What follows belongs to an exercise in optimizing a design on an open flow for small area; a production flow would make more cautious choices. In this exercise RTL edits were held to simulation tests only and were not proved equivalent to the original. Power is estimated from default activity; no workload was simulated.

<file path="flow/run.sh">
#!/bin/bash
# synth_recipe.tcl (not shown) runs the flow's synth.tcl, then flattens the netlist and writes it again
# the make line also repeats each setting of config.mk as NAME=value (left out here)
make -C /OpenROAD-flow-scripts/flow DESIGN_CONFIG=/design/flow/config.mk WORK_HOME=/design/flow/orfs CLKGATE_MAP_FILE= SYNTH_SCRIPT=/design/flow/synth_recipe.tcl finish
</file>
<file path="flow/config.mk">
export PLATFORM = sky130hd
export DESIGN_NAME = pit
export DESIGN_NICKNAME = pit
export VERILOG_FILES = /design/flow/design.v
export SDC_FILE = /design/flow/constraint.sdc
export NUM_CORES = 4
export LEC_CHECK = 0
export CAP_MARGIN = 20
export CORE_MARGIN = 2
export CORE_UTILIZATION = 40
export SLEW_MARGIN = 20
</file>
<file path="flow/constraint.sdc">
create_clock -name core_clock -period 10.0 [get_ports {s_axi_aclk}]
set_input_delay 2.0000 -clock core_clock [delete_from_list [all_inputs] [get_ports {s_axi_aclk}]]
set_output_delay 2.0000 -clock core_clock [all_outputs]
set_load 0.01 [all_outputs]
</file>
<file path="flow/design.v">
`timescale 1 ns / 1 ps
module pit_sv #(
    parameter integer C_S_AXI_ADDR_WIDTH = 4
)
(
    input logic                             s_axi_aclk,
    input logic                             s_axi_aresetn,
    input logic                             s_axi_awvalid,
    output logic                            s_axi_awready,
    input logic [C_S_AXI_ADDR_WIDTH-1:0]    s_axi_awaddr,
    input logic [2:0]                       s_axi_awprot,
    input logic                             s_axi_wvalid,
    output logic                            s_axi_wready,
    input logic [31:0]                      s_axi_wdata,
    input logic [3:0]                       s_axi_wstrb,
    output logic                            s_axi_bvalid,
    input logic                             s_axi_bready,
    output logic [1:0]                      s_axi_bresp,
    input logic                             s_axi_arvalid,
    output logic                            s_axi_arready,
    input logic [C_S_AXI_ADDR_WIDTH-1:0]    s_axi_araddr,
    input logic [2:0]                       s_axi_arprot,
    output logic [31:0]                     s_axi_rdata,
    output logic [1:0]                      s_axi_rresp,
    output logic                            s_axi_rvalid,
    input logic                             s_axi_rready,
    output logic                            irq
);
typedef enum logic [2:0] { WRITE_IDLE, WRITE_WAIT_HANDSHAKE, WRITE_WAIT_RESPONSE } write_states;
typedef enum logic [2:0] { READ_IDLE, READ_WAIT_HANDSHAKE, READ_WAIT_RESPONSE } read_states;
write_states cs_write;
read_states cs_read;
logic reset;
logic [31:0] timer_counter;
logic [31:0] control_register;
logic [31:0] delay_value_register;
logic [C_S_AXI_ADDR_WIDTH-1:0] write_address;
logic [C_S_AXI_ADDR_WIDTH-1:0] read_address;
localparam CONTROL_REG_OFFSET = 32'h00;
localparam DELAY_REG_OFFSET = 32'h04;
assign s_axi_awready = (cs_write == WRITE_WAIT_HANDSHAKE);
assign s_axi_wready = (cs_write == WRITE_WAIT_HANDSHAKE);
assign s_axi_bvalid = (cs_write == WRITE_WAIT_RESPONSE);
assign s_axi_arready = (cs_read == READ_WAIT_HANDSHAKE);
assign s_axi_rvalid = (cs_read == READ_WAIT_RESPONSE);
assign s_axi_bresp = 0;
assign s_axi_rresp = 0;
assign reset = !s_axi_aresetn;
always_ff @(posedge s_axi_aclk) begin
    if (reset) begin 
        cs_write <= WRITE_IDLE;
        delay_value_register <= 0;
        control_register <= 0;
    end
    else begin
        if (cs_write == WRITE_IDLE) begin
            if (s_axi_awvalid && s_axi_wvalid) begin
                cs_write <= WRITE_WAIT_HANDSHAKE;
                write_address <= s_axi_awaddr;
            end
            else cs_write <= cs_write;
        end
        else if (cs_write == WRITE_WAIT_HANDSHAKE) begin
            cs_write <= WRITE_WAIT_RESPONSE;
            if (write_address == CONTROL_REG_OFFSET) control_register <= s_axi_wdata;
            else delay_value_register <= s_axi_wdata;
        end
        else begin 
            if (s_axi_bvalid && s_axi_bready) cs_write <= WRITE_IDLE;
            else cs_write <= cs_write;
        end
    end
end
always_ff @(posedge s_axi_aclk) begin
    if (reset) cs_read <= READ_IDLE;
    else begin
        if (cs_read == READ_IDLE) begin 
            if (s_axi_arvalid) begin 
                cs_read <= READ_WAIT_HANDSHAKE;
                read_address <= s_axi_araddr;
            end
            else cs_read <= cs_read;
        end
        else if (cs_read == READ_WAIT_HANDSHAKE) begin
            cs_read <= READ_WAIT_RESPONSE;
            if (read_address == CONTROL_REG_OFFSET) s_axi_rdata <= control_register;
            else s_axi_rdata <= delay_value_register;
        end
        else begin
            if (s_axi_rvalid && s_axi_rready) cs_read <= READ_IDLE;
            else cs_read <= cs_read;
        end
    end
end
always_ff @(posedge s_axi_aclk) begin 
    if (reset) begin
        timer_counter <= 0;
        irq <= 0;
    end
    else begin 
        if (s_axi_wready && write_address == DELAY_REG_OFFSET) timer_counter <= s_axi_wdata - 1;
        else if (control_register[0]) begin
            if (timer_counter == 0) begin
                timer_counter <= delay_value_register -1;
                if (control_register[1]) irq <= 1;
            end
            else begin
                timer_counter <= timer_counter -1;
                irq <= 0;
            end
        end
        else timer_counter <= timer_counter;
    end
end
endmodule
`timescale 1 ns / 1 ps
module pit #(
    parameter integer C_S_AXI_ADDR_WIDTH = 4
)
(
    input wire                              s_axi_aclk,
    input wire                              s_axi_aresetn,
    input wire                              s_axi_awvalid,
    output wire                             s_axi_awready,
    input wire [C_S_AXI_ADDR_WIDTH-1:0]     s_axi_awaddr,
    input wire [2:0]                        s_axi_awprot,
    input wire                              s_axi_wvalid,
    output wire                             s_axi_wready,
    input wire [31:0]                       s_axi_wdata,
    input wire [3:0]                        s_axi_wstrb,
    output wire                             s_axi_bvalid,
    input wire                              s_axi_bready,
    output wire [1:0]                       s_axi_bresp,
    input wire                              s_axi_arvalid,
    output wire                             s_axi_arready,
    input wire [C_S_AXI_ADDR_WIDTH-1:0]     s_axi_araddr,
    input wire [2:0]                        s_axi_arprot,
    output wire [31:0]                      s_axi_rdata,
    output wire [1:0]                       s_axi_rresp,
    output wire                             s_axi_rvalid,
    input wire                              s_axi_rready,
    output wire                             irq
);
	pit_sv 
        #(.C_S_AXI_ADDR_WIDTH(C_S_AXI_ADDR_WIDTH))
    pit_sv_inst (    
    .s_axi_aclk(s_axi_aclk),
    .s_axi_aresetn(s_axi_aresetn),
    .s_axi_awvalid(s_axi_awvalid),
    .s_axi_awready(s_axi_awready),
    .s_axi_awaddr(s_axi_awaddr),
    .s_axi_awprot(s_axi_awprot),
    .s_axi_wvalid(s_axi_wvalid),
    .s_axi_wready(s_axi_wready),
    .s_axi_wdata(s_axi_wdata),
    .s_axi_wstrb(s_axi_wstrb),
    .s_axi_bvalid(s_axi_bvalid),
    .s_axi_bready(s_axi_bready),
    .s_axi_bresp(s_axi_bresp),
    .s_axi_arvalid(s_axi_arvalid),
    .s_axi_arready(s_axi_arready),
    .s_axi_araddr(s_axi_araddr),
    .s_axi_arprot(s_axi_arprot),
    .s_axi_rdata(s_axi_rdata),
    .s_axi_rresp(s_axi_rresp),
    .s_axi_rvalid(s_axi_rvalid),
    .s_axi_rready(s_axi_rready),
    .irq(irq)
	);
endmodule
</file>
==> impl_metrics.tcl <==
set metrics [dict create \
    hold_violations 0 \
    firstDrtPassIters 5 \
    num_vias 5744 \
    reg2reg_setup_slack_ns 5.41 \
    fin_nets 843 \
    slowest_delay_ns 0.83 \
    cts_buffer_depth 2 \
    final_period_minus_worst_setup_slack_ns 5.165 \
    placed_cell_area_um2 7717 \
    holdBufCountCts 0 \
    synth_edf_count 40 \
    crit_family "simple AND/OR/NAND/NOR gates" \
    cts_buffers 17 \
    wl_per_cell_um 18.30 \
    htree_levels 4 \
    pwr_density_cell_nw_per_um2 171.2 \
    drive_gt1_frac 0.1529 \
    yosysUniqueCellTypes 62 \
    grt_max_degree 85 \
    cp_slowest_cell "nor3_2" \
    syn_avg_cell_area_um2 9.334 \
    antenna_found_initial 0 \
    hold_class "register to register" \
    drt_iter0_markers 510 \
    async_flop_share 0 \
    pwr-share-comb 0.136 \
    pre_cts_ws_ns 4.469 \
    drv_cap 0 \
    path_clk_slew_ns 0.06 \
    hpwl_mm 11.92 \
    grtUsageTotal 0.2139 \
    top_level_ports 99 \
    synthToLayoutAreaGrowth_pct 23.17 \
    worstSetupStartpointType "primary input" \
    dieHeight_um 133.8 \
    gp_congestion 0.8336 \
    max_freq_mhz 193.6 \
    fin_worst_skew_ns 0.008879 \
    cts_setup_buffers 0 \
    die_width_um 133.8 \
    period_share 0.5165 \
    root_buffer "clkbuf_16" \
    power_frac_clock 0.436 \
    placement.io_buffers 84 \
    overflow 0 \
    final_cell_area_um2 8300 \
    rsz0062_at_grt "false" \
    grt_pass1_wl_mm 30.04 \
    crit_buf_inv 2 \
    ys.flop_type "dfxtp_1" \
    clock_latency_ns 0.43 \
    initial_core_util 0.4078 \
    worstPathCellList "clkdlybuf4s50_1 -> mux2_1 -> a31oi_1 -> ha_1 -> inv_1 -> a311oi_2 -> nand4b_1 -> nor3_2 -> nor4bb_1 -> nor3_1" \
    status "no timing/DRC/antenna violations" \
    switchingPower_mw 0.3749 \
    grt_pass1_vias 5407 \
    pwr-share-seq 0.428 \
    final_core_util 0.5023 \
    ir_worst_vdd_v 0.0001190 \
    core_area_um2 16520 \
    intPower_mw 1.046 \
    crit_required_ns 10.31 \
    cts_resized 0 \
    leakagePower_nw 2.960 \
    tns_ns 0 \
    row_count 47 \
    cts_tree "built" \
    die-area_um2 17900 \
    tightest_slew_ns 1.002 \
    detail_route.vias_per_cell 5.642 \
    setup_viol 0 \
    max-slew-margin-rel 0.3286 \
    netlist_area_um2 6739 \
    switching_share 0.2639 \
    antenna_left 0 \
    crit_arrival_ns 5.47 \
    slew_viol_final 0 \
    syn_inst 722 \
    worst-setup-path-type "primary input to register" \
    clock_sinks 141 \
    drc 0 \
    critPathMaxFanout 16 \
    worstSetupEndpointType "register" \
    yosys_warnings 1 \
    drt_wl_total_mm 18.63 \
    synth_seq_cells 141 \
    n_antenna_cell 0 \
    fin_ws_ns 4.835 \
    ys_seq_area_frac 0.4783 \
]
[worst reg2reg max path, delay by kind of cell, from the launching register on]
| kind | cells | cell delay [ns] |
|---|---|---|
| flops | 1 | 0.38 |
| buf+inv | 3 | 0.72 |
| fa+ha+maj | 1 | 0.26 |
| mux | 1 | 0.43 |
| compound gates | 2 | 0.74 |
| simple gates | 6 | 1.92 |
[final timing paths]
kind / from / endpoint / cells after the start
setup / recovery: s_axi_wdata[1] / pit_sv_inst.timer_counter[18] / 10
hold / removal: pit_sv_inst.control_register[11] / pit_sv_inst.control_register[11] / 2
setup reg to reg: pit_sv_inst.cs_write[1] / pit_sv_inst.timer_counter[18] / 13
hold reg to reg: pit_sv_inst.control_register[11] / pit_sv_inst.control_register[11] / 2
[stage by stage]
step / power [mW] / cells / hold WS, ns
5_1_grt: 1.471 / 1018 / 0.4722
3_3_place_gp: 0.8084 / 986 / 0.4382
2_1_floorplan: 0.7438 / 725 / 0.4329
4_1_cts: 1.428 / 1018 / 0.4507
6_report: 1.421 / 1018 / 0.4510
3_5_place_dp: 0.8118 / 986 / 0.4428
[layout by cell type (no fill, tap or decap), drive strengths merged, types with 3 or more instances in the layout]
cell | Yosys | final
dfxtp | 101 | 101
o21ai | 39 | 39
nor3b | 3 | 3
xnor2 | 7 | 7
a31oi | 24 | 24
nor4 | 20 | 20
conb | 1 | 4
nand2b | 6 | 6
inv | 4 | 7
a211oi | 6 | 6
nor2b | 3 | 3
a311oi | 11 | 11
clkbuf | 38 | 20
nand3 | 7 | 7
o21a | 7 | 7
or3 | 5 | 5
edfxtp | 40 | 40
nor3 | 12 | 12
mux2i | 15 | 15
mux2 | 45 | 45
and2 | 4 | 4
nand4 | 13 | 13
nor2 | 29 | 29
a21oi | 74 | 74
a31o | 11 | 11
clkdlybuf4s50 | 0 | 84
a21o | 3 | 3
and4 | 3 | 3
clkinv | 1 | 7
nand2 | 150 | 150
buf | 17 | 12
[state kept, by name, summed over array words and instances (netlist names)]
signal,cells
pit_sv_inst.write_address,4
pit_sv_inst.irq,1
pit_sv_inst.cs_read,2
pit_sv_inst.delay_value_register,32
pit_sv_inst.read_address,4
pit_sv_inst.timer_counter,32
pit_sv_inst.s_axi_rdata,32
pit_sv_inst.cs_write,2
pit_sv_inst.control_register,32
[layer usage]
layer	vias up	track usage	wire, um
met1	2793	0.2938	8624
met2	178	0.3359	8732
met5	-	0	0
met3	29	0.04800	1019
met4	0	0.06915	249
li1	2744	-	-
[cell families (layout without fill, tap and decap cells)]
logic type,Yosys count,count (layout),share of synthesized area
xor+xnor,8,8,0.01040
compound gates,186,186,0.1788
other cells,1,4,0.0005565
mux,60,60,0.09970
flops,141,141,0.4783
simple gates,265,265,0.1883
buf+inv,60,133,0.04214
fa+ha+maj,1,1,0.001856
[power groups by stage]
stage	Clock (mW)	Combinational (mW)	Sequential, mW
4_1_cts	0.627	0.193	0.608
2_1_floorplan	0	0.124	0.620
5_1_grt	0.652	0.211	0.609
6_report	0.619	0.193	0.608
3_5_place_dp	0	0.192	0.620
3_3_place_gp	0	0.189	0.619
[final cells by class]
class / instances / area, um2
Clock buffer: 20 / 478.0
Clock inverter: 12 / 105.1
Fill cell: 1504 / 8224
Inverter: 5 / 20.02
Multi-Input combinational cell: 524 / 3268
Sequential cell: 141 / 3223
Tap cell: 220 / 275.3
Timing Repair Buffer: 96 / 930.9
[cell usage after synthesis (5+ instances only)]
| cell type | number | area share |
|---|---|---|
| mux2i_1 | 15 | 0.022 |
| buf_4 | 6 | 0.0067 |
| mux2_2 | 39 | 0.065 |
| xnor2_1 | 7 | 0.0091 |
| o21a_1 | 7 | 0.0078 |
| nand3_1 | 5 | 0.0037 |
| clkbuf_1 | 38 | 0.021 |
| nor3_1 | 11 | 0.0082 |
| o21ai_0 | 37 | 0.027 |
| nand2_1 | 150 | 0.084 |
| nand2b_1 | 5 | 0.0046 |
| a211oi_1 | 6 | 0.0067 |
| dfxtp_1 | 101 | 0.30 |
| a31oi_1 | 17 | 0.016 |
| nand4_1 | 12 | 0.011 |
| nor2_1 | 29 | 0.016 |
| a311oi_1 | 10 | 0.013 |
| nor4_1 | 18 | 0.017 |
| a31oi_2 | 5 | 0.0093 |
| a31o_2 | 9 | 0.012 |
| or3_1 | 5 | 0.0046 |
| edfxtp_1 | 40 | 0.18 |
| a21oi_1 | 74 | 0.055 |

[port drivers added, routing unchanged]
No port has a modelled driver above. Below, the same layout with a new extraction and two added sets of constraints.
Step 1 sets driving cells, clkbuf_16 on the clock port and buf_2 on the other inputs (assumed; they add their load-dependent delay and slew).
Step 2 also shifts input and output timing later by t, the mid clock arrival at the registers, as if the neighbouring blocks saw the same clock.
a / b / c = ideal ports / drivers / drivers and shift; a / b = the first two.
shift t [ns]: 0.472
setup slack, ns: 4.835 / 4.852 / 4.380
worst setup path at the end: input to register
latest minus earliest clock arrival (ns): 0.009 / 0.009
cell pins on the clock port's net: 1
After both steps setup and hold are still met in this run. The setup slack of this run moves by +0.017 ns with the drivers and by -0.455 ns with both steps.
